This design comes from an exercise in tuning for small area and a short achievable clock period on the open sky130 flow, not from production work. Function was checked by simulation only, so behaviour that the tests miss may differ from the original. Power is estimated from default activity; no workload was simulated.

===== constraint.sdc =====
create_clock -name core_clock -period 13.0 [get_ports {clk}]
set_input_delay 2.6000 -clock core_clock [delete_from_list [all_inputs] [get_ports {clk}]]
set_output_delay 2.6000 -clock core_clock [all_outputs]
set_load 0.01 [all_outputs]

===== design.v =====
module processor(
    input clk,
    input pc_reset,
    input pc_enable,
    input [31:0] instr,
    input [31:0] data_out,
    output wire[31:0] data_in,
    output wire[31:0] inst_addr,
    output wire[31:0] data_addr,
    output wire mem_read_ctrlsig,
    output wire mem_write_ctrlsig
    );
wire [5:0] op = instr[31:26];
wire [4:0] rs = instr[25:21];
wire [4:0] rt = instr[20:16];
wire [4:0] rd = instr[15:11];
wire [3:0] fn = instr[3:0];
wire is_r    = op == 6'b000000;
wire is_addi = op == 6'b001000;
wire is_lw   = op == 6'b100011;
wire is_sw   = op == 6'b101011;
wire is_beq  = op == 6'b000100;
wire is_j    = op == 6'b000010;
assign mem_read_ctrlsig  = is_lw;
assign mem_write_ctrlsig = is_sw;
reg [31:0] rf [0:31];
reg [31:0] valid;
wire [1023:0] rf_flat;
genvar g;
generate
    for (g = 0; g < 32; g = g + 1) begin : flat
        assign rf_flat[32*g +: 32] = rf[g];
    end
endgenerate
reg [31:0] sa, sb;
integer k;
always @* begin
    for (k = 0; k < 32; k = k + 1) begin
        sa[k] = valid[k] & (rs == k);
        sb[k] = valid[k] & (rt == k);
    end
end
wire [31:0] a, b;
rd_port rpa(.rf(rf_flat), .s(sa), .q(a));
rd_port rpb(.rf(rf_flat), .s(sb), .q(b));
wire [31:0] sum_imm;
ks_add aadd(.a(a), .b({{16{instr[15]}}, instr[15:0]}), .s(sum_imm));
assign data_addr = sum_imm;
assign data_in   = b;
wire sub = fn[1];
wire [31:0] addsub = a + (b ^ {32{sub}}) + {31'd0, sub};
wire eq = a == b;
wire lt_rs_rt = addsub[31] ^ ((a[31] ^ b[31]) & (a[31] ^ addsub[31]));
wire slt = ~lt_rs_rt & ~eq;
reg [31:0] rres;
always @* begin
    case (fn)
        4'b0000, 4'b0010: rres = addsub;
        4'b0100: rres = a & b;
        4'b0101: rres = a | b;
        4'b1010: rres = {31'd0, slt};
        default: rres = 32'd0;
    endcase
end
wire we = is_r | is_addi | is_lw;
wire [4:0] wa = is_r ? rd : rt;
wire [31:0] wd = is_lw ? data_out : (is_addi ? sum_imm : rres);
always @(posedge clk)
    if (we) rf[wa] <= wd;
always @(posedge clk or posedge pc_reset)
    if (pc_reset) valid <= 32'd0;
    else if (we) valid[wa] <= 1'b1;
reg [31:2] pc;
assign inst_addr = {pc, 2'b00};
wire [31:2] pc4 = pc + 30'd1;
wire [31:2] btarget = pc4 + {{14{instr[15]}}, instr[15:0]};
wire [31:2] pc_next = is_j ? {pc4[31:28], instr[25:0]} :
                      (is_beq & eq) ? btarget : pc4;
always @(posedge clk or posedge pc_reset)
    if (pc_reset) pc <= 30'h00000C00;
    else if (pc_enable) pc <= pc_next;
endmodule
module rd_port(
    input [1023:0] rf,
    input [31:0] s,
    output [31:0] q
    );
genvar j, m;
generate
    for (j = 0; j < 32; j = j + 1) begin : bs
        wire [10:0] n;
        for (m = 0; m < 10; m = m + 1) begin : grp
            aoi222 u(.a1(rf[32*(3*m) + j]), .b1(s[3*m]),
                     .a2(rf[32*(3*m+1) + j]), .b2(s[3*m+1]),
                     .a3(rf[32*(3*m+2) + j]), .b3(s[3*m+2]), .y(n[m]));
        end
        aoi22 u10(.a1(rf[32*30 + j]), .b1(s[30]), .a2(rf[32*31 + j]), .b2(s[31]), .y(n[10]));
        nand11 uo(.n(n), .y(q[j]));
    end
endgenerate
endmodule
module aoi222(input a1, input b1, input a2, input b2, input a3, input b3, output y);
assign y = ~((a1 & b1) | (a2 & b2) | (a3 & b3));
endmodule
module aoi22(input a1, input b1, input a2, input b2, output y);
assign y = ~((a1 & b1) | (a2 & b2));
endmodule
module nand11(input [10:0] n, output y);
assign y = ~&n;
endmodule
module ks_add(
    input [31:0] a,
    input [31:0] b,
    output [31:0] s
    );
wire [31:0] gl [0:5];
wire [31:0] tl [0:5];
wire [31:0] p;
genvar i, l;
generate
    for (i = 0; i < 32; i = i + 1) begin : pre
        nand2g ug(.a(a[i]), .b(b[i]), .y(gl[0][i]));
        nor2g ut(.a(a[i]), .b(b[i]), .y(tl[0][i]));
        xor2g ux(.a(a[i]), .b(b[i]), .y(p[i]));
    end
    for (l = 1; l <= 5; l = l + 1) begin : lvl
        for (i = 0; i < 32; i = i + 1) begin : node
            if (i >= (1 << (l-1))) begin : comb
                if (l % 2 == 1) begin : oai
                    oai21g ug(.a1(tl[l-1][i]), .a2(gl[l-1][i - (1 << (l-1))]), .b1(gl[l-1][i]), .y(gl[l][i]));
                    nor2g ut(.a(tl[l-1][i]), .b(tl[l-1][i - (1 << (l-1))]), .y(tl[l][i]));
                end else begin : aoi
                    aoi21g ug(.a1(tl[l-1][i]), .a2(gl[l-1][i - (1 << (l-1))]), .b1(gl[l-1][i]), .y(gl[l][i]));
                    nand2g ut(.a(tl[l-1][i]), .b(tl[l-1][i - (1 << (l-1))]), .y(tl[l][i]));
                end
            end else begin : pass
                invg ug(.a(gl[l-1][i]), .y(gl[l][i]));
                assign tl[l][i] = 1'b0;
            end
        end
    end
    assign s[0] = p[0];
    for (i = 1; i < 32; i = i + 1) begin : sum
        xor2g ux(.a(p[i]), .b(gl[5][i-1]), .y(s[i]));
    end
endgenerate
endmodule
module nand2g(input a, input b, output y);
assign y = ~(a & b);
endmodule
module nor2g(input a, input b, output y);
assign y = ~(a | b);
endmodule
module xor2g(input a, input b, output y);
assign y = a ^ b;
endmodule
module invg(input a, output y);
assign y = ~a;
endmodule
module oai21g(input a1, input a2, input b1, output y);
assign y = ~((a1 | a2) & b1);
endmodule
module aoi21g(input a1, input a2, input b1, output y);
assign y = ~((a1 & a2) | b1);
endmodule

===== run.sh =====
#!/bin/bash
# synth_recipe.tcl (not shown) runs the flow's synth.tcl, then flattens the netlist and writes it again
# the make line also repeats each setting of config.mk as NAME=value (left out here)
make -C /OpenROAD-flow-scripts/flow DESIGN_CONFIG=/design/flow/config.mk WORK_HOME=/design/flow/orfs CLKGATE_MAP_FILE= SYNTH_SCRIPT=/design/flow/synth_recipe.tcl finish

===== config.mk =====
export PLATFORM = sky130hd
export DESIGN_NAME = processor
export DESIGN_NICKNAME = processor
export VERILOG_FILES = /design/flow/design.v
export SDC_FILE = /design/flow/constraint.sdc
export NUM_CORES = 4
export LEC_CHECK = 0
export CAP_MARGIN = 20
export CORE_MARGIN = 2
export CORE_UTILIZATION = 40
export CTS_BUF_LIST = sky130_fd_sc_hd__clkbuf_8
export SETUP_SLACK_MARGIN = 5
export SLEW_MARGIN = 20
export SYNTH_HIERARCHICAL = 1
export SYNTH_MINIMUM_KEEP_SIZE = 0
export TNS_END_PERCENT = 0

==> results of run 1 <==
-- per-module statistics from Yosys, one instance, submodules excluded, excerpt --
module | flip-flops and latches | area, sq um | copies in the design
nand11 | 0 | 23.8 | 64
processor | 1086 | 40700 | 1
nand2g | 0 | 3.75 | 73
aoi21g | 0 | 8.76 | 52
aoi222 | 0 | 10.0 | 640
ks_add | 0 | 7.51 | 1
aoi22 | 0 | 12.5 | 64
oai21g | 0 | 5.00 | 72
xor2g | 0 | 8.76 | 63
nor2g | 0 | 3.75 | 82
invg | 0 | 3.75 | 31
-- critical path, stage by stage --
cell and delay, ns:
clkdlybuf4s15_2 0.52, and3b_1 0.29, and3_2 0.42, buf_4 0.34
a222oi_1 0.39, nand4_1 0.47, or3_4 0.65, xor2_1 0.22
fa_1 0.50, a21oi_1 0.21, o21ai_1 0.16, a2111oi_4 0.52
nor4b_2 0.16, o22ai_1 0.40, xor2_1 0.17, o221ai_1 0.21
a22oi_1 0.14, o21ai_4 0.96
-- repair_timing --
action	4_1_cts	5_1_grt
endpoints found under the hold margin	0	0
buffers inserted	92	18
endpoints found under the setup margin	954	688
gates cloned	17	4
pin swaps	124	52
gates resized for setup	377	50
-- power by group through the flow --
stage               sequential, mW  clock [mW]  combinational, mW
floorplan                     3.98           0              0.593
global placement              3.99           0               1.04
detailed placement            3.99           0               1.04
CTS                           3.92        2.85               1.11
global route                  3.93        3.00               1.23
finish                        3.93        2.84               1.16
-- area by class of cell --
type	instances	area, sq um
clock inverter	138	767
sequential	1086	32300
multi-input combinational	2433	20100
timing repair buffer	418	3840
fill	11100	65500
inverter	135	507
tap	1662	2080
clock buffer	181	2490
antenna	11	27.5
-- metrics by stage --
step                hold slack (ns)  instances  total power, mW  instance area (sq um)
finish                        0.467       6064             7.93                  62100
global route                  0.482       6055             8.15                  62100
CTS                           0.471       6031             7.88                  61700
detailed placement            0.449       5603             5.03                  56500
global placement              0.447       5603             5.03                  56500
floorplan                     0.433       3699             4.57                  51500
-- flip-flops by register name (all words and copies together) (netlist names) --
name and count:
pc 30, rf 1024, valid 32
-- path summary, 6_finish.rpt --
check                           cells after the start         end  slack [ns]      start
worst max register to register                     16  rf[18][20]        6.09  valid[12]
worst min-delay path                                1      pc[31]        0.47     pc[31]
worst max-delay path                               18  rf[18][20]        4.09  instr[20]
min in group asynchronous                           2      pc[19]        2.02   pc_reset
worst min register to register                      1      pc[31]        0.47     pc[31]
max in group asynchronous                           3   valid[20]        9.80   pc_reset
-- logic make-up (layout without fill, tap and decap cells) --
logic type | Yosys count | count (layout)
adder cells (fa/ha/maj) | 130 | 130
AO/OA/AOI/OAI | 1214 | 1216
other | 1 | 13
flip-flops | 1086 | 1086
buffers and inverters | 199 | 872
XOR/XNOR | 179 | 179
multiplexers | 18 | 18
AND/OR/NAND/NOR | 871 | 888
-- layer usage --
| metal | part of all wire [%] | routed length (um) |
|---|---|---|
| met1 | 34 | 80800 |
| met2 | 42 | 97700 |
| met3 | 16 | 37900 |
| met4 | 7.9 | 18600 |
| met5 | 0.15 | 345 |
-- cell usage after synthesis (5+ instances only) --
master and instances:
a21o_1 58, a22oi_1 22, a31oi_1 11, clkbuf_1 50, a21oi_1 76, nand2_1 205
inv_1 134, nor2b_1 9, xor2_1 123, o211ai_1 11, nand3_1 91, o21ai_1 83
and3_1 77, o22ai_1 11, nand4_1 145, or3_1 68, xnor2_1 56, o21ai_0 81
and2_1 5, nor4_1 12, and4_1 6, buf_2 5, a222oi_1 643, a211oi_1 13
o21a_1 7, o21bai_1 15, mux2i_1 9, o31ai_1 5, a22oi_2 64, nor3b_1 9
nor2_1 206, dfrtp_1 60, edfxtp_1 1024, a21oi_2 55, o221ai_1 17, nor3_1 17
ha_1 128, mux2_2 8, a221oi_1 14
==> flow_summary_export.csv, run 1 <==
group,metric,value,unit
status,outcome,"finished with violations",
status,violations,"capacitance limit, slew limit",
synth,synth.distinct_cells,78,
setup_path,cp.arrival,9.42,ns
synth,synth_top_area_share,59.7,%
pwr,internal_power,5.69,mW
floorplan,die_area,132000,sq um
setup_path,critPathMaxFanout,32,
timing,finalHoldViolations,0,
synth,synth_enable_flop_cells,1024,
synth,yosysTopAreaCell,"edfxtp_1",
synth,synthSimpleGateAreaFrac,8.46,%
pwr,p_seq_share,49.6,%
timing,min_period,8.91,ns
floorplan,ios,165,
detailed_routing,routedWlPerCell,38.8,um
timing,fin_setup_tns,0,ns
timing,drv_slew,3,
pwr,p_leak,21.9,nW
synth,synth_mux_area_share,0.379,%
grt,grt_use_met2,48.9,%
timing,skew,0.0687,ns
grt,globalRoute.busiestLayer,"met2",
clock_network,cts_hold_buffers,0,
synth,netlist_area,51500,sq um
clock_network,cts_root_buf,"clkbuf_8",
synth,synth-seq-cells,1086,
synth,ys_warn_count,8,
placement,pre_cts_slack,2.08,ns
synth,synth_adder_area_share,3.19,%
detailed_routing,detailedRoute.firstPassIterationCount,15,
grt,grt_pass1_vias,41000,
cells_and_area,area_delta_synth_final,20.6,%
pwr,p_sw,2.24,mW
clock_network,cts_max_level,4,
placement,dp_hpwl,143000,um
setup_path,cp.required,13.51,ns
floorplan,num_rows,131,
setup_path,worstSetupPathType,"primary input to flop",
detailed_routing,vias,44000,
pwr,p_comb_share,14.7,%
synth,synth_top_family_by_area,"compound AO/OA/AOI/OAI gates",
clock_network,clkTransAtPathRegs,0.06,ns
pwr,p_per_area,128,nW/um^2
detailed_routing,wirelength,235000,um
job,drv_cap,1,
synth,synth_top_flop_cell,"edfxtp_1",
timing,worst_slack,4.09,ns
cells_and_area,layout_common_cells,"edfxtp_1, a222oi_1, buf_4",
timing,max_slew.worst_pin.slew,1.71,ns
clock_network,clockBufferDepth,3,
grt,grt_overflow,0,
clock_network,clock_latency,0.93,ns
grt,globalRouteMet3Util,14.1,%
timing,setup_viol,0,
detailed_routing,postRouteAntennaNets,0,
setup_path,start_kind,"primary input",
pwr,swShare,28.2,%
grt,antenna_found_initial,15,
synth,synth_compound_area_share,20.7,%
floorplan,core-area,128000,sq um
grt,grt_max_degree,71,
synth,ys_async_sr_fraction,5.71,%
grt,grt_first_pass_wirelength,316000,um
grt,grt_usage,34.2,%
grt,gr-usage-met1,42.1,%
cells_and_area,final_common_cell,"edfxtp_1",
timing,fmax,0.112,GHz
cells_and_area,drive_above_1_share,21.4,%
placement,portBuffers,162,
floorplan,initial_core_util,40.3,%
synth,yosysSeqAreaShare,62.7,%
hold_path,min_path_type,"flop to flop",
synth,synth.area.top_cells,"edfxtp_1, a222oi_1, ha_1",
timing,post-route-period-util,68.5,%
synth,syn_avg_cell_area,13.9,sq um
detailed_routing,vias_per_cell,7.25,
floorplan,dieHeight,363,um
detailed_routing,initialDrtViolationCount,10400,
timing,rsz0062_at_grt,"true",
cells_and_area,fin_nets,4448,
cells_and_area,finish.utilization,48.7,%
floorplan,die_x,363,um
clock_network,cts_num_sinks,1086,
setup_path,end_kind,"flop",
detailed_routing,drcViolationCount,0,
clock_network,cts_tree,"built",
timing,timing.slew.headroom,-13.9,%
clock_network,cts_inserted_buffers,177,
placement,gp_congestion,0.999,
pwr,peakVddDrop,105,uV
synth,syn_inst,3698,
synth,synthXorXnorAreaFrac,3.04,%
pwr,p_clk_share,35.8,%
==> run 2: changes to the inputs <==
--- a/design.v
+++ b/design.v
@@ -23,15 +23,9 @@
 wire is_j    = op == 6'b000010;
 assign mem_read_ctrlsig  = is_lw;
 assign mem_write_ctrlsig = is_sw;
-reg [31:0] rf [0:31];
+reg [1023:0] rf;
 reg [31:0] valid;
-wire [1023:0] rf_flat;
-genvar g;
-generate
-    for (g = 0; g < 32; g = g + 1) begin : flat
-        assign rf_flat[32*g +: 32] = rf[g];
-    end
-endgenerate
+wire [1023:0] rf_flat = rf;
 reg [31:0] sa, sb;
 integer k;
 always @* begin
@@ -48,8 +42,22 @@
 assign data_addr = sum_imm;
 assign data_in   = b;
 wire sub = fn[1];
-wire [31:0] addsub = a + (b ^ {32{sub}}) + {31'd0, sub};
-wire eq = a == b;
+wire [31:0] bx;
+genvar e2;
+generate
+    for (e2 = 0; e2 < 32; e2 = e2 + 1) begin : subx
+        xor2g u(.a(b[e2]), .b(sub), .y(bx[e2]));
+    end
+endgenerate
+wire [31:0] addsub = a + bx + {31'd0, sub};
+wire [31:0] x;
+genvar e;
+generate
+    for (e = 0; e < 32; e = e + 1) begin : eqx
+        xor2g u(.a(a[e]), .b(b[e]), .y(x[e]));
+    end
+endgenerate
+wire eq = ~|x;
 wire lt_rs_rt = addsub[31] ^ ((a[31] ^ b[31]) & (a[31] ^ addsub[31]));
 wire slt = ~lt_rs_rt & ~eq;
 reg [31:0] rres;
@@ -65,8 +73,19 @@
 wire we = is_r | is_addi | is_lw;
 wire [4:0] wa = is_r ? rd : rt;
 wire [31:0] wd = is_lw ? data_out : (is_addi ? sum_imm : rres);
+wire [31:0] wd_n = ~wd;
+wire [1023:0] rf_d;
+genvar g, h;
+generate
+    for (g = 0; g < 32; g = g + 1) begin : wr
+        wire wen = ~(we & (wa == g));
+        for (h = 0; h < 32; h = h + 1) begin : wb
+            holdmux u(.q(rf[32*g + h]), .dn(wd_n[h]), .hold(wen), .y(rf_d[32*g + h]));
+        end
+    end
+endgenerate
 always @(posedge clk)
-    if (we) rf[wa] <= wd;
+    rf <= rf_d;
 always @(posedge clk or posedge pc_reset)
     if (pc_reset) valid <= 32'd0;
     else if (we) valid[wa] <= 1'b1;
@@ -163,3 +182,6 @@
 module aoi21g(input a1, input a2, input b1, output y);
 assign y = ~((a1 & a2) | b1);
 endmodule
+module holdmux(input q, input dn, input hold, output y);
+assign y = ~((dn | hold) & ~(q & hold));
+endmodule
--- a/config.mk
+++ b/config.mk
@@ -8,7 +8,9 @@
 export CAP_MARGIN = 20
 export CORE_MARGIN = 2
 export CORE_UTILIZATION = 40
-export CTS_BUF_LIST = sky130_fd_sc_hd__clkbuf_8
+export CTS_BUF_LIST = sky130_fd_sc_hd__clkbuf_16
+export CTS_CLUSTER_DIAMETER = 80
+export CTS_CLUSTER_SIZE = 20
 export SETUP_SLACK_MARGIN = 5
 export SLEW_MARGIN = 20
 export SYNTH_HIERARCHICAL = 1
==> run 2 against run 1 <==
The run now finishes clean; register-to-register slack hardly changed; worst hold slack worse by 0.00067 ns; sequential power is 11% lower; critical endpoint is now data_addr[12]; clock power is 18% lower; highest routed layer unchanged; die area is 3.9% lower; power is 17% lower.
==> flow_summary_export.csv, run 2 <==
group,metric,value,unit
synth,synth_top_flop_cell,"dfxtp_1",
cells_and_area,final_common_cell,"nand2_1",
pwr,peakVddDrop,112,uV
timing,finalHoldViolations,0,
clock_network,cts_root_buf,"clkbuf_16",
detailed_routing,drcViolationCount,0,
cells_and_area,drive_above_1_share,13.9,%
detailed_routing,vias_per_cell,6.84,
setup_path,crit_chain,"buf_12 -> nor2b_4 -> buf_16 -> and3_4 -> buf_8 -> a222oi_1 -> nand4_1 -> or3_4 -> nor2_4 -> buf_6 -> nor2_4 -> a21oi_4 -> o21ai_4 -> a21oi_4 -> inv_2 -> xor2_4 -> buf_6",
clock_network,clockBufferDepth,3,
setup_path,worst-path-buf-inv,6,
placement,gp_congestion,1.05,
timing,timing.slew.headroom,18.4,%
floorplan,die_area,126000,sq um
grt,grt_overflow,0,
synth,syn_avg_cell_area,8.82,sq um
synth,synth_enable_flop_cells,0,
setup_path,start_kind,"primary input",
synth,yosysTopAreaCell,"dfxtp_1",
job,drv_cap,0,
setup_path,cpPeakStageDelay,0.61,ns
detailed_routing,postRouteAntennaNets,0,
synth,ys_async_sr_fraction,5.71,%
grt,grt_first_pass_wirelength,347000,um
synth,ys_warn_count,8,
cells_and_area,largest_reg_flops,1024,
setup_path,cp.arrival,6.46,ns
synth,synth.area.top_cells,"dfxtp_1, a222oi_1, o21ai_1",
timing,fmax,0.110,GHz
detailed_routing,vias,52900,
synth,synth_top_area_share,41.4,%
synth,synth.most_common_cell,"nand2_1",
floorplan,num_rows,129,
clock_network,cts_num_sinks,1086,
setup_path,end_kind,"output port",
synth,synth.distinct_cells,77,
cells_and_area,layout_common_cells,"nand2_1, o21ai_1, dfxtp_1",
clock_network,cts_inserted_buffers,70,
setup_path,worstSetupPathType,"primary input to output port",
timing,min_period,9.06,ns
floorplan,dieHeight,356,um
placement,dp_hpwl,149000,um
grt,antenna_found_initial,30,
grt,grt_max_degree,65,
clock_network,clkTransAtPathRegs,0.09,ns
timing,setup_viol,0,
synth,synth-seq-cells,1086,
setup_path,ff2ff_setup_slack,6.09,ns
timing,rsz0062_at_grt,"true",
synth,netlist_area,49500,sq um
floorplan,ios,165,
cells_and_area,area_delta_synth_final,20.3,%
grt,grt_usage,37.7,%
cells_and_area,largest-register,"rf",
clock_network,clock_latency,0.71,ns
synth,yosysSeqAreaShare,44.6,%
clock_network,cts_tree,"built",
setup_path,cp.required,10.40,ns
placement,pre_cts_slack,2.33,ns
detailed_routing,routedWlPerCell,32.0,um
floorplan,core-area,123000,sq um
cells_and_area,finish.utilization,48.3,%
synth,synthTopCellsByCount,"nand2_1, o21ai_1, dfxtp_1",
timing,max_slew.worst_pin.slew,1.22,ns
setup_path,cp_top_family,"simple AND/OR/NAND/NOR gates",
setup_path,critPathMaxFanout,7,
status,outcome,"complete, no violations",
pwr,p_per_area,111,nW/um^2
detailed_routing,detailedRoute.firstPassIterationCount,13,
detailed_routing,wirelength,248000,um
cells_and_area,fin_nets,6209,
timing,fin_setup_tns,0,ns
timing,worst_slack,3.94,ns
clock_network,cts_max_level,3,
floorplan,die_x,356,um
pwr,p_leak,20.6,nW
setup_path,critPathSlowestCell,"or3_4",
cells_and_area,reg.largest.list,"rf (1024), valid (32), pc (30)",
synth,syn_inst,5608,
floorplan,initial_core_util,40.2,%
timing,post-route-period-util,69.7,%
grt,grt_pass1_vias,48000,
timing,skew,0.0509,ns
detailed_routing,initialDrtViolationCount,11100,
placement,portBuffers,162,
timing,drv_slew,0,
hold_path,min_path_type,"flop to flop",
run 2: cell types whose count changed after synthesis, sizes merged, moves of 17 or more:
| cell | delta |
|---|---|
| edfxtp | -1024 |
| nand2 | +970 |
| nor2 | -51 |
| maj3 | +24 |
| xor2 | +36 |
| inv | -69 |
| o221ai | -17 |
| nand3 | +38 |
| dfxtp | +1024 |
| o21ai | +1008 |
| ha | -60 |
run 2: cell type report:
cell class	instances	area, sq um
diodes	5	12.5
clock buffers	71	1780
clock inverters	26	309
flip-flops and latches	1086	22100
well taps	1637	2050
multi-input cells	4417	28900
inverters	68	255
fillers	11700	63600
repair buffers	428	4160
run 2: cell families after synthesis:
logic type,after synthesis,share of synthesized area (%)
xor+xnor,209,3.70
flops,1086,44.6
fa+ha+maj,95,2.33
mux,14,0.324
simple gates,1833,16.2
other cells,1,0.00758
compound gates,2244,31.8
buf+inv,126,0.984
run 2: modules after synthesis, one instance, submodules excluded, a selection:
module | cell area, sq um | copies in the design | flops+latches | cells
nor2g | 3.75 | 82 | 0 | 1
ks_add | 7.51 | 1 | 0 | 1
nand2g | 3.75 | 73 | 0 | 1
aoi21g | 8.76 | 52 | 0 | 1
invg | 3.75 | 31 | 0 | 1
aoi222 | 10.0 | 640 | 0 | 1
holdmux | 8.76 | 1024 | 0 | 2
oai21g | 5.00 | 72 | 0 | 1
nand11 | 23.8 | 64 | 0 | 4
xor2g | 8.76 | 127 | 0 | 1
aoi22 | 12.5 | 64 | 0 | 1
processor | 29100 | 1 | 1086 | 2162
run 2: worst reg2reg max path: cells and delay by family, from the launching register on:
kind	cells	cell delay (ns)
fa+ha+maj	1	0.42
compound gates	9	2.44
buf+inv	3	0.59
flops	1	0.63
simple gates	6	2.52
xor+xnor	1	0.16
run 2: per-stage QoR:
stage                     area, sq um  hold slack [ns]  instances  power, mW
after global routing            59500            0.480       7733       6.79
after floorplan                 49500            0.433       5609       3.98
after CTS                       59000            0.468       7700       6.58
after detailed placement        54300            0.455       7465       4.26
after global placement          54300            0.447       7463       4.25
final                           59500            0.466       7738       6.60
run 2: report_power, final:
part           switching, mW  leakage [nW]  internal [mW]  total, mW
combinational          0.463          10.5          0.323      0.786
sequential            0.0933          9.02           3.39       3.48
clock                   1.29          1.03           1.04       2.33
run 2: path summary, 6_finish.rpt:
path / startpoint / to / cells after the start
max: instr[21] / data_addr[12] / 17
min: rf[639] / rf[639] / 2
max reg2reg: valid[15] / rf[736] / 20
min reg2reg: rf[639] / rf[639] / 2
max in group asynchronous: pc_reset / pc[2] / 3
min in group asynchronous: pc_reset / pc[22] / 3
run 2: repair_timing:
action	in CTS	in global routing
gates resized for setup	442	29
endpoints found under the setup margin	907	832
hold buffers	0	0
setup buffers	116	31
pin swaps	164	39
cloned	22	0
run 2: per-layer routing:
layer / global-route usage (%) / up-vias / part of all wire, %
li1: - / 23300 / -
met1: 48.8 / 24700 / 38
met2: 51.8 / 4080 / 39
met3: 13.7 / 900 / 15
met4: 26.0 / 32 / 7.9
met5: 0 / - / 0.090
==> run 3: changes to the inputs <==
--- a/design.v
+++ b/design.v
@@ -35,7 +35,7 @@
     end
 end
 wire [31:0] a, b;
-rd_port rpa(.rf(rf_flat), .s(sa), .q(a));
+rd_port_fast rpa(.rf(rf_flat), .s(sa), .q(a));
 rd_port rpb(.rf(rf_flat), .s(sb), .q(b));
 wire [31:0] sum_imm;
 ks_add aadd(.a(a), .b({{16{instr[15]}}, instr[15:0]}), .s(sum_imm));
@@ -118,6 +118,36 @@
     end
 endgenerate
 endmodule
+module rd_port_fast(
+    input [1023:0] rf,
+    input [31:0] s,
+    output [31:0] q
+    );
+genvar j, m;
+generate
+    for (j = 0; j < 32; j = j + 1) begin : bs
+        wire [10:0] n;
+        wire [3:0] r;
+        wire [1:0] z;
+        for (m = 0; m < 10; m = m + 1) begin : grp
+            aoi222 u(.a1(rf[32*(3*m) + j]), .b1(s[3*m]),
+                     .a2(rf[32*(3*m+1) + j]), .b2(s[3*m+1]),
+                     .a3(rf[32*(3*m+2) + j]), .b3(s[3*m+2]), .y(n[m]));
+        end
+        aoi22 u10(.a1(rf[32*30 + j]), .b1(s[30]), .a2(rf[32*31 + j]), .b2(s[31]), .y(n[10]));
+        nand3g o0(.a(n[0]), .b(n[1]), .c(n[2]), .y(r[0]));
+        nand3g o1(.a(n[3]), .b(n[4]), .c(n[5]), .y(r[1]));
+        nand3g o2(.a(n[6]), .b(n[7]), .c(n[8]), .y(r[2]));
+        nand2g o3(.a(n[9]), .b(n[10]), .y(r[3]));
+        nor2g o4(.a(r[0]), .b(r[1]), .y(z[0]));
+        nor2g o5(.a(r[2]), .b(r[3]), .y(z[1]));
+        nand2g o6(.a(z[0]), .b(z[1]), .y(q[j]));
+    end
+endgenerate
+endmodule
+module nand3g(input a, input b, input c, output y);
+assign y = ~(a & b & c);
+endmodule
 module aoi222(input a1, input b1, input a2, input b2, input a3, input b3, output y);
 assign y = ~((a1 & b1) | (a2 & b2) | (a3 & b3));
 endmodule
==> flow/run.sh (new file) <==
#!/bin/bash
# Layout flow: the standard layout (standard.sh), with two settings of
# the OpenROAD steps changed on the make command line:
#   MATCH_CELL_FOOTPRINT=0  timing repair may resize a cell to any footprint
#   BUFFER_PORTS_ARGS       port buffers are sky130_fd_sc_hd__buf_2 cells
# The make output goes to make.log; ORFS keeps each step's log in orfs/logs.
set -euo pipefail
std=$(cat standard.sh)
old='"${@:-finish}"'
new='MATCH_CELL_FOOTPRINT=0 "BUFFER_PORTS_ARGS=-buffer_cell sky130_fd_sc_hd__buf_2" "${@:-finish}"'
printf '%s\n' "${std//"$old"/$new}" > standard_mod.sh
grep -q 'MATCH_CELL_FOOTPRINT=0' standard_mod.sh
bash standard_mod.sh > make.log 2>&1
==> standard.sh (new file) <==
#!/bin/bash
# synth_recipe.tcl (not shown) runs the flow's synth.tcl, then flattens the netlist and writes it again
# the make line also repeats each setting of config.mk as NAME=value (left out here)
make -C /OpenROAD-flow-scripts/flow DESIGN_CONFIG=/design/flow/config.mk WORK_HOME=/design/flow/orfs CLKGATE_MAP_FILE= SYNTH_SCRIPT=/design/flow/synth_recipe.tcl "${@:-finish}"
--- a/config.mk
+++ b/config.mk
@@ -6,11 +6,13 @@
 export NUM_CORES = 4
 export LEC_CHECK = 0
 export CAP_MARGIN = 20
+export CELL_PAD_IN_SITES_DETAIL_PLACEMENT = 1
+export CELL_PAD_IN_SITES_GLOBAL_PLACEMENT = 2
 export CORE_MARGIN = 2
 export CORE_UTILIZATION = 40
 export CTS_BUF_LIST = sky130_fd_sc_hd__clkbuf_16
-export CTS_CLUSTER_DIAMETER = 80
-export CTS_CLUSTER_SIZE = 20
+export CTS_CLUSTER_DIAMETER = 100
+export CTS_CLUSTER_SIZE = 26
 export SETUP_SLACK_MARGIN = 5
 export SLEW_MARGIN = 20
 export SYNTH_HIERARCHICAL = 1
removed: run.sh
==> run 3 against run 2 <==
Still clean on timing, DRC and antenna; synthesized area increased by 0.40%; wire length is 14% higher; combinational power is 6.4% lower; sequential cell count unchanged; die area is 0.40% higher; worst setup slack better by 0.55 ns; design area fell by 2.5%; largest cell class unchanged; highest routed layer unchanged.
==> flow_summary_export.csv, run 3 <==
group,metric,value,unit
synth,synth_compound_area_share,31.7,%
setup_path,start_kind,"primary input",
synth,synth.most_common_cell,"nand2_1",
synth,ys_warn_count,8,
synth,synth.area.top_cells,"dfxtp_1, a222oi_1, o21ai_1",
setup_path,end_kind,"flop",
clock_network,cts_tree,"built",
hold_path,min_path_type,"flop to flop",
setup_path,reg2reg_from,"valid[12]",
timing,skew,0.0565,ns
pwr,p_leak,20.6,nW
grt,grt_first_pass_wirelength,386000,um
placement,portBuffers,162,
status,outcome,"complete, no violations",
cells_and_area,largest_reg_flops,1024,
synth,synth_top_family_by_area,"compound AO/OA/AOI/OAI gates",
timing,post-route-period-util,65.5,%
synth,synth_mux_area_share,0.323,%
synth,synthXorXnorAreaFrac,3.69,%
detailed_routing,wirelength,282000,um
synth,netlist_area,49700,sq um
floorplan,core-area,123000,sq um
floorplan,initial_core_util,40.2,%
job,drv_cap,0,
cells_and_area,drive_above_1_share,15.1,%
detailed_routing,drcViolationCount,0,
pwr,p_seq_share,56.0,%
floorplan,ios,165,
synth,synth_adder_area_share,2.32,%
grt,grt_usage,42.3,%
timing,timing.hold.ws,0.467,ns
timing,drv_slew,0,
pwr,p_sw,1.77,mW
setup_path,crit_chain,"buf_2 -> nor2b_2 -> and3_2 -> buf_4 -> a222oi_1 -> nand4_1 -> or3_1 -> xor2_1 -> ha_1 -> nor2b_1 -> o2111ai_1 -> a21oi_2 -> o2111a_2 -> o31ai_4 -> a2111o_1 -> nand4_2 -> and3_1 -> or4_1 -> a31oi_2 -> buf_6 -> o21ai_1",
setup_path,reg2regPathDepth,19,
floorplan,die_area,127000,sq um
clock_network,cts_inserted_buffers,51,
synth,yosysSeqAreaShare,44.4,%
clock_network,clock_latency,0.74,ns
grt,grt_pass1_vias,51000,
setup_path,ff2ff_setup_slack,6.51,ns
synth,synth.distinct_cells,77,
pwr,p_per_area,107,nW/um^2
setup_path,worstSetupPathType,"primary input to flop",
detailed_routing,vias,54000,
pwr,p_clk_share,32.1,%
pwr,peakVddDrop,106,uV
placement,dp_hpwl,163000,um
pwr,swShare,28.4,%
detailed_routing,postRouteAntennaNets,0,
grt,grt_overflow,0,
clock_network,cts_max_level,2,
setup_path,cp.arrival,9.09,ns
grt,antenna_found_initial,9,
synth,synthTopCellsByCount,"nand2_1, o21ai_1, dfxtp_1",
synth,yosysTopAreaCell,"dfxtp_1",
setup_path,cp-startpoint,"instr[16]",
hold_path,min_from,"pc[31]",
floorplan,num_rows,129,
grt,grt_max_degree,67,
timing,max_slew.worst_pin.slew,1.30,ns
timing,min_period,8.51,ns
clock_network,cts_num_sinks,1086,
setup_path,cpPeakStageDelay,0.67,ns
setup_path,timing.rr.end,"rf[288]",
timing,timing.slew.headroom,12.9,%
timing,setup_viol,0,
cells_and_area,area_delta_synth_final,16.8,%
cells_and_area,reg.largest.list,"rf (1024), valid (32), pc (30)",
cells_and_area,largest-register,"rf",
cells_and_area,fillers,14300,
synth,synth-seq-cells,1086,
detailed_routing,vias_per_cell,6.98,
detailed_routing,initialDrtViolationCount,10200,
timing,fin_setup_tns,0,ns
clock_network,cts_root_buf,"clkbuf_16",
setup_path,crit_end,"rf[288]",
synth,syn_inst,5704,
cells_and_area,fin_nets,6226,
floorplan,die_x,356,um
detailed_routing,detailedRoute.firstPassIterationCount,13,
cells_and_area,finish.utilization,47.0,%
pwr,internal_power,4.44,mW
synth,synth_top_area_share,41.3,%
cells_and_area,layout_common_cells,"nand2_1, o21ai_1, dfxtp_1",
detailed_routing,routedWlPerCell,36.4,um
placement,gp_congestion,0.959,
floorplan,dieHeight,356,um
synth,synth_top_flop_cell,"dfxtp_1",
synth,synthSimpleGateAreaFrac,16.6,%
setup_path,critPathSlowestCell,"and3_2",
timing,rsz0062_at_grt,"true",
synth,ys_async_sr_fraction,5.71,%
pwr,p_comb_share,11.9,%
clock_network,clkTransAtPathRegs,0.11,ns
setup_path,cp.required,13.58,ns
timing,fmax,0.117,GHz
clock_network,clockBufferDepth,3,
cells_and_area,final_common_cell,"nand2_1",
setup_path,critPathMaxFanout,32,
synth,synth_enable_flop_cells,0,
timing,finalHoldViolations,0,
synth,syn_avg_cell_area,8.71,sq um
[run 3: cell types whose count changed after synthesis]
cell,previous run,this run
nand4_1,138,74
nand3_1,130,194
nand2_1,1175,1239
or3_1,70,38
nor2_1,154,218
[run 3: how the worst min path moves through the flow]
| stage | endpoint | slack [ns] | depth (start not counted) |
|---|---|---|---|
| after CTS | rf[924] | 0.47 | 2 |
| after global placement | rf[332] | 0.45 | 2 |
| after floorplan | valid[10] | 0.43 | 1 |
| after detailed placement | valid[20] | 0.45 | 1 |
| final | pc[31] | 0.47 | 1 |
| after global routing | rf[237] | 0.49 | 2 |
[run 3: cell families (layout without fill, tap and decap cells)]
kind of cell,count (synthesis),count (layout)
muxes,14,14
and+or+nand+nor,1929,1929
DFF,1086,1086
AOI/OAI and AO/OA,2244,2245
buffers and inverters,126,521
other,1,6
adders and majority gates,95,95
xor gates and xnor gates,209,209
[run 3: Yosys stat by module, one instance, submodules excluded, a selection]
module,flip-flops and latches,copies in the design
nand2g,0,137
ks_add,0,1
aoi21g,0,52
nand3g,0,96
processor,1086,1
invg,0,31
aoi222,0,640
nor2g,0,146
oai21g,0,72
xor2g,0,127
holdmux,0,1024
[run 3: power by group through the flow]
stage / Combinational, mW / Sequential (mW) / Clock [mW]
6_report: 0.736 / 3.48 / 1.99
3_5_place_dp: 0.697 / 3.55 / 0
3_3_place_gp: 0.687 / 3.54 / 0
4_1_cts: 0.719 / 3.47 / 2.00
5_1_grt: 0.801 / 3.49 / 2.11
2_1_floorplan: 0.445 / 3.53 / 0
[run 3: routing by layer]
metal | vias to the layer above | wire (um) | part of all wire, % | track usage, %
met2 | 3372 | 119000 | 42 | 63.3
met4 | 4 | 19200 | 6.8 | 24.5
met3 | 874 | 33500 | 12 | 11.3
met1 | 26600 | 110000 | 39 | 54.8
met5 | - | 30 | 0.011 | 0
li1 | 23200 | - | - | -
[run 3: layout make-up]
class | instances | area [sq um] | area share, %
inverter | 68 | 255 | 0.440
clock buffer | 53 | 1330 | 2.29
timing repair buffer | 387 | 3280 | 5.66
multi-input combinational | 4494 | 28900 | 49.7
antenna | 4 | 10.0 | 0.0173
clock inverter | 13 | 174 | 0.300
tap | 1637 | 2050 | 3.53
sequential | 1086 | 22100 | 38.0
[run 3: through the flow]
step | std cells | power (mW) | cell area, sq um | worst slack [ns]
2_1_floorplan | 5705 | 3.98 | 49700 | 4.49
3_3_place_gp | 7589 | 4.23 | 54000 | 3.52
3_5_place_dp | 7589 | 4.24 | 54000 | 3.41
4_1_cts | 7712 | 6.20 | 57400 | 4.68
5_1_grt | 7738 | 6.40 | 58000 | 4.50
6_report | 7742 | 6.21 | 58000 | 4.49
[run 3: critical path, delay by kind of cell]
kind / cells / cell delay (ns)
simple gates: 8 / 2.77
compound gates: 8 / 1.88
xor+xnor: 1 / 0.33
buf+inv: 3 / 1.06
fa+ha+maj: 1 / 0.29
[run 3: repair_timing]
item                       CTS  global route
hold buffers                 0             0
setup endpoints to repair  710           814
hold endpoints to repair     0             0
pin swaps                   90            55
resized for setup          377            72
cloned                      12             4
buffers inserted            45            16

## separate check: timing with driven ports
The results above use ideal ports. As a check the final layouts listed here were re-extracted and re-timed, cells and wires unchanged. Step 1: set_driving_cell puts a clkbuf_16 on clk and a buf_2 on each other input, an assumption about the parent block. Step 2 moves the port delays by t, midway between the first and last clock arrival at a register: inputs arrive t later, outputs are due t later. That takes back most of the time a late clock gives input paths. a / b / c = ideal / step 1 / step 2; a / b = the first two.
run | t (ns) | setup slack, ns | worst setup path at the end | worst register clock-pin slew, ns | worst slew at a driven data input, ns
run 1 | 0.961 | 4.092 / 3.935 / 3.025 | input to register | 0.08 / 0.08 | 0.20
run 2 | 0.756 | 3.937 / 3.871 / 3.252 | input to register | 0.09 / 0.09 | 0.12
run 3 | 0.782 | 4.488 / 4.464 / 3.752 | input to register | 0.12 / 0.12 | 0.08
For run 1, which loses most, drivers alone change the setup slack by -0.157 ns; drivers and shift together by -1.067 ns.
